This design comes from an exercise in tuning for small area and a short achievable clock period on the open sky130 flow, not from production work. The RTL was checked by simulation tests, not by an equivalence proof against the original design.

==> flow/design.v (excerpt) <==
module tv80s ( 
  m1_n, mreq_n, iorq_n, rd_n, wr_n, rfsh_n, halt_n, busak_n, A, dout, 
  reset_n, clk, wait_n, int_n, nmi_n, busrq_n, di
  );
For scale: about 4400 cells after synthesis, ~46 I/O pins, roughly 36000 um2 of cells after synthesis.
clock: 10.5 ns
lec_check: 0
cap_margin: 20
core_margin: 2
core_utilization: 40
setup_slack_margin: 4.8
slew_margin: 20
run.sh (not shown) runs the stock make flow with config.mk's settings and CLKGATE_MAP_FILE= SYNTH_SCRIPT=/design/flow/synth_recipe.tcl, a recipe that flattens the netlist after the stock synthesis.
The baseline completed without violations.
Change:
Settings changed: CTS_BUF_LIST set to sky130_fd_sc_hd__clkbuf_4 sky130_fd_sc_hd__clkbuf_8.
Outcome: Count of clock-buffer cells in the layout rose by 51. Sequential cell count stays the same. Critical path depth rose by 1.

========
== alpha ==
Another version of the RTL of tv80s (not shown whole).
Size: about 4600 cells after synthesis, ~410 flip-flops, about 37000 µm² of cells after synthesis.
export LEC_CHECK = 0
export CAP_MARGIN = 20
export CORE_MARGIN = 2
export CORE_UTILIZATION = 40
export SETUP_SLACK_MARGIN = 5.0
export SLEW_MARGIN = 20
create_clock -name core_clock -period 10.5 [get_ports {clk}]
standard.sh (not shown) runs the stock make flow with config.mk's settings and CLKGATE_MAP_FILE= SYNTH_SCRIPT=/design/flow/synth_recipe.tcl, a recipe that flattens the netlist after the stock synthesis.
==> flow/flow/run.sh <==
#!/bin/bash
# The standard layout (standard.sh: the standard flow's synthesis, floorplan, placement,
# CTS, routing), with two changes to how the resizer may work:
#  - MATCH_CELL_FOOTPRINT=0 lets repair_timing swap a cell for any
#    equivalent cell of another footprint when it upsizes;
#  - the ports are buffered with buf_2 cells instead of delay buffers.
# make's full output goes to make.log here; ORFS keeps each step's log
# under orfs/logs/.
set -uo pipefail
bash standard.sh MATCH_CELL_FOOTPRINT=0 "BUFFER_PORTS_ARGS=-buffer_cell sky130_fd_sc_hd__buf_2" finish > make.log 2>&1
status=$?
tail -20 make.log
exit $status
Inputs modified between alpha and beta:
==> flow/run.sh (new file) <==
#!/bin/bash
# synth_recipe.tcl (not shown) runs the flow's synth.tcl, then flattens the netlist and writes it again
# the make line also repeats each setting of config.mk as NAME=value (left out here)
make -C /OpenROAD-flow-scripts/flow DESIGN_CONFIG=/design/flow/config.mk WORK_HOME=/design/flow/orfs CLKGATE_MAP_FILE= SYNTH_SCRIPT=/design/flow/synth_recipe.tcl finish
removed: flow/flow/run.sh
removed: flow/standard.sh
[summary]
beta ends up with a clock skew that is 0.024 ns lower than in alpha.
Cmp beta and alpha / proportion of cell area occupied by registers / higher: alpha
Non-clock buffer count, beta and alpha, lower one = alpha.
The higher share of the core filled with cells in the final layout of beta and alpha is in beta.

========
## the baseline
Another version of the RTL of tv80s (not shown whole).
For scale: about 46 I/O pins, about 36,000 sq um of cells after synthesis.
export LEC_CHECK = 0
export CAP_MARGIN = 20
export CORE_MARGIN = 2
export CORE_UTILIZATION = 40
export SETUP_SLACK_MARGIN = 5.0
export SLEW_MARGIN = 20
create_clock -name core_clock -period 10.5 [get_ports {clk}]
==> flow/flow/run.sh <==
#!/bin/bash
set -uo pipefail
bash standard.sh MATCH_CELL_FOOTPRINT=0 SETUP_SLACK_MARGIN=6.0 "BUFFER_PORTS_ARGS=-buffer_cell sky130_fd_sc_hd__buf_2" finish > make.log 2>&1
status=$?
tail -20 make.log
exit $status
Setup changes, the baseline to the candidate
==> flow/flow/run.sh <==
#!/bin/bash
set -uo pipefail
bash standard.sh MATCH_CELL_FOOTPRINT=0 SETUP_SLACK_MARGIN=5.6 "BUFFER_PORTS_ARGS=-buffer_cell sky130_fd_sc_hd__buf_2" finish > make.log 2>&1
status=$?
tail -20 make.log
exit $status
### Flow results
- Final cell count without fillers went down by a few percent going from the baseline to the candidate.
- Comparing the candidate with the baseline, the worst hold slack came out essentially unchanged.
- Every stage of the flow completed for the candidate, and the final layout passed the timing, design-rule and antenna checks.
- Xor and xnor area share after synthesis came out exactly the same in the candidate and the baseline.

========
tv80s, a different RTL version from the one above (not shown whole).
Size: about 46 I/O pins, roughly 36000 sq um of cells after synthesis.
==> flow/design.v (excerpt) <==
module tv80s ( 
  m1_n, mreq_n, iorq_n, rd_n, wr_n, rfsh_n, halt_n, busak_n, A, dout, 
  reset_n, clk, wait_n, int_n, nmi_n, busrq_n, di
  );
==> flow/config.mk <==
export PLATFORM = sky130hd
export DESIGN_NAME = tv80s
export DESIGN_NICKNAME = tv80s
export VERILOG_FILES = /design/flow/design.v
export SDC_FILE = /design/flow/constraint.sdc
export NUM_CORES = 4
export LEC_CHECK = 0
export CAP_MARGIN = 20
export CORE_MARGIN = 2
export CORE_UTILIZATION = 40
export CTS_CLUSTER_DIAMETER = 80
export CTS_CLUSTER_SIZE = 20
export SETUP_SLACK_MARGIN = 5.0
export SLEW_MARGIN = 20
==> flow/constraint.sdc <==
create_clock -name core_clock -period 10.5 [get_ports {clk}]
set_input_delay 2.1000 -clock core_clock [delete_from_list [all_inputs] [get_ports {clk}]]
set_output_delay 2.1000 -clock core_clock [all_outputs]
set_load 0.01 [all_outputs]
==> flow/flow/run.sh <==
#!/bin/bash
set -uo pipefail
bash standard.sh MATCH_CELL_FOOTPRINT=0 SETUP_SLACK_MARGIN=5.6 "BUFFER_PORTS_ARGS=-buffer_cell sky130_fd_sc_hd__buf_2" finish > make.log 2>&1
status=$?
tail -20 make.log
exit $status
The baseline completed with no timing, DRC or antenna violations.
Then changed:
CTS_CLUSTER_DIAMETER = 100   (was 80)
CTS_CLUSTER_SIZE = 16   (was 20)
Routed wire length went down slightly; setup slack is worse by 0.015 ns; design area went down slightly; final cell count stays flat; die area is unchanged; area after synthesis stays the same; synthesized cell count is unchanged.
Then changed:
==> flow/flow/run.sh (replaced) <==
#!/bin/bash
# The standard layout (standard.sh: the standard flow's synthesis, floorplan, placement,
# CTS, routing), with two changes to how the resizer may work:
#  - MATCH_CELL_FOOTPRINT=0 lets repair_timing swap a cell for any
#    equivalent cell of another footprint when it upsizes;
#  - the ports are buffered with buf_2 cells instead of delay buffers.
# make's full output goes to make.log here; ORFS keeps each step's log
# under orfs/logs/.
set -uo pipefail
bash standard.sh MATCH_CELL_FOOTPRINT=0 "BUFFER_PORTS_ARGS=-buffer_cell sky130_fd_sc_hd__buf_2" finish > make.log 2>&1
status=$?
tail -20 make.log
exit $status
CTS_CLUSTER_DIAMETER = unset   (was 100)
CTS_CLUSTER_SIZE = unset   (was 16)
=> Setup slack loses 0.39 ns. Register-to-register slack loses 0.39 ns. Maximum frequency fell by about 7%. Cell area fell by 1.3%. Clock skew fell by 0.0067 ns.
Then changed:
==> flow/flow/run.sh (replaced) <==
#!/bin/bash
set -uo pipefail
bash standard.sh MATCH_CELL_FOOTPRINT=0 SETUP_SLACK_MARGIN=5.6 "BUFFER_PORTS_ARGS=-buffer_cell sky130_fd_sc_hd__buf_2" finish > make.log 2>&1
status=$?
tail -20 make.log
exit $status
The new run finished with timing, DRC and antenna clean.
Clock-buffer cell count went down by 3.
Core utilization rises by 1.2 points.
Final area goes up by 2.6%.
Wire length went down by 1.3%.
Clock skew decreases by 0.010 ns.

==> afterwards: timing with drivers on the ports <==
In the flow no input, the clock included, has a driving cell. The finished layouts below were timed again as built, in two steps.
Step 1 (the two cells are an assumption about what drives the block):
set clk [get_ports {clk}]
set_driving_cell -lib_cell sky130_fd_sc_hd__clkbuf_16 $clk
set_driving_cell -lib_cell sky130_fd_sc_hd__buf_2 [delete_from_list [all_inputs] $clk]
Step 2 adds t to the input delays and takes it off the output delays; t is the mean of the earliest and latest rising clock arrival at the registers after step 1. Input paths then give back, and output paths get back, about the clock's delay inside the block.
Three values: no drivers, after step 1, after step 2; two values: the first two.
run	shift t [ns]	setup WS [ns]	latest minus earliest clock arrival (ns)	worst register clock-pin slew, ns
the first run of note 1	0.722	4.686 / 4.730 / 4.008	0.036 / 0.036	0.08 / 0.08
the second run of note 1	0.806	4.735 / 4.776 / 3.970	0.064 / 0.064	0.08 / 0.08
alpha	0.702	4.996 / 4.975 / 4.273	0.072 / 0.072	0.07 / 0.07
beta	0.725	4.865 / 4.865 / 4.247	0.044 / 0.044	0.08 / 0.08
the baseline	0.702	5.533 / 5.533 / 4.965	0.041 / 0.041	0.07 / 0.07
the candidate	0.698	5.313 / 5.313 / 4.763	0.045 / 0.046	0.07 / 0.07
the first run of note 4	0.672	5.404 / 5.404 / 4.966	0.043 / 0.043	0.09 / 0.09
the second run of note 4	0.668	5.389 / 5.389 / 4.929	0.059 / 0.059	0.09 / 0.09
the third run of note 4	0.722	5.002 / 5.002 / 4.366	0.052 / 0.052	0.07 / 0.07
the fourth run of note 4	0.712	5.393 / 5.393 / 4.825	0.042 / 0.042	0.07 / 0.07
After both steps every run listed still meets setup and hold. For the second run of note 1, which loses most, drivers alone change the setup slack by +0.041 ns; drivers and shift together by -0.765 ns.
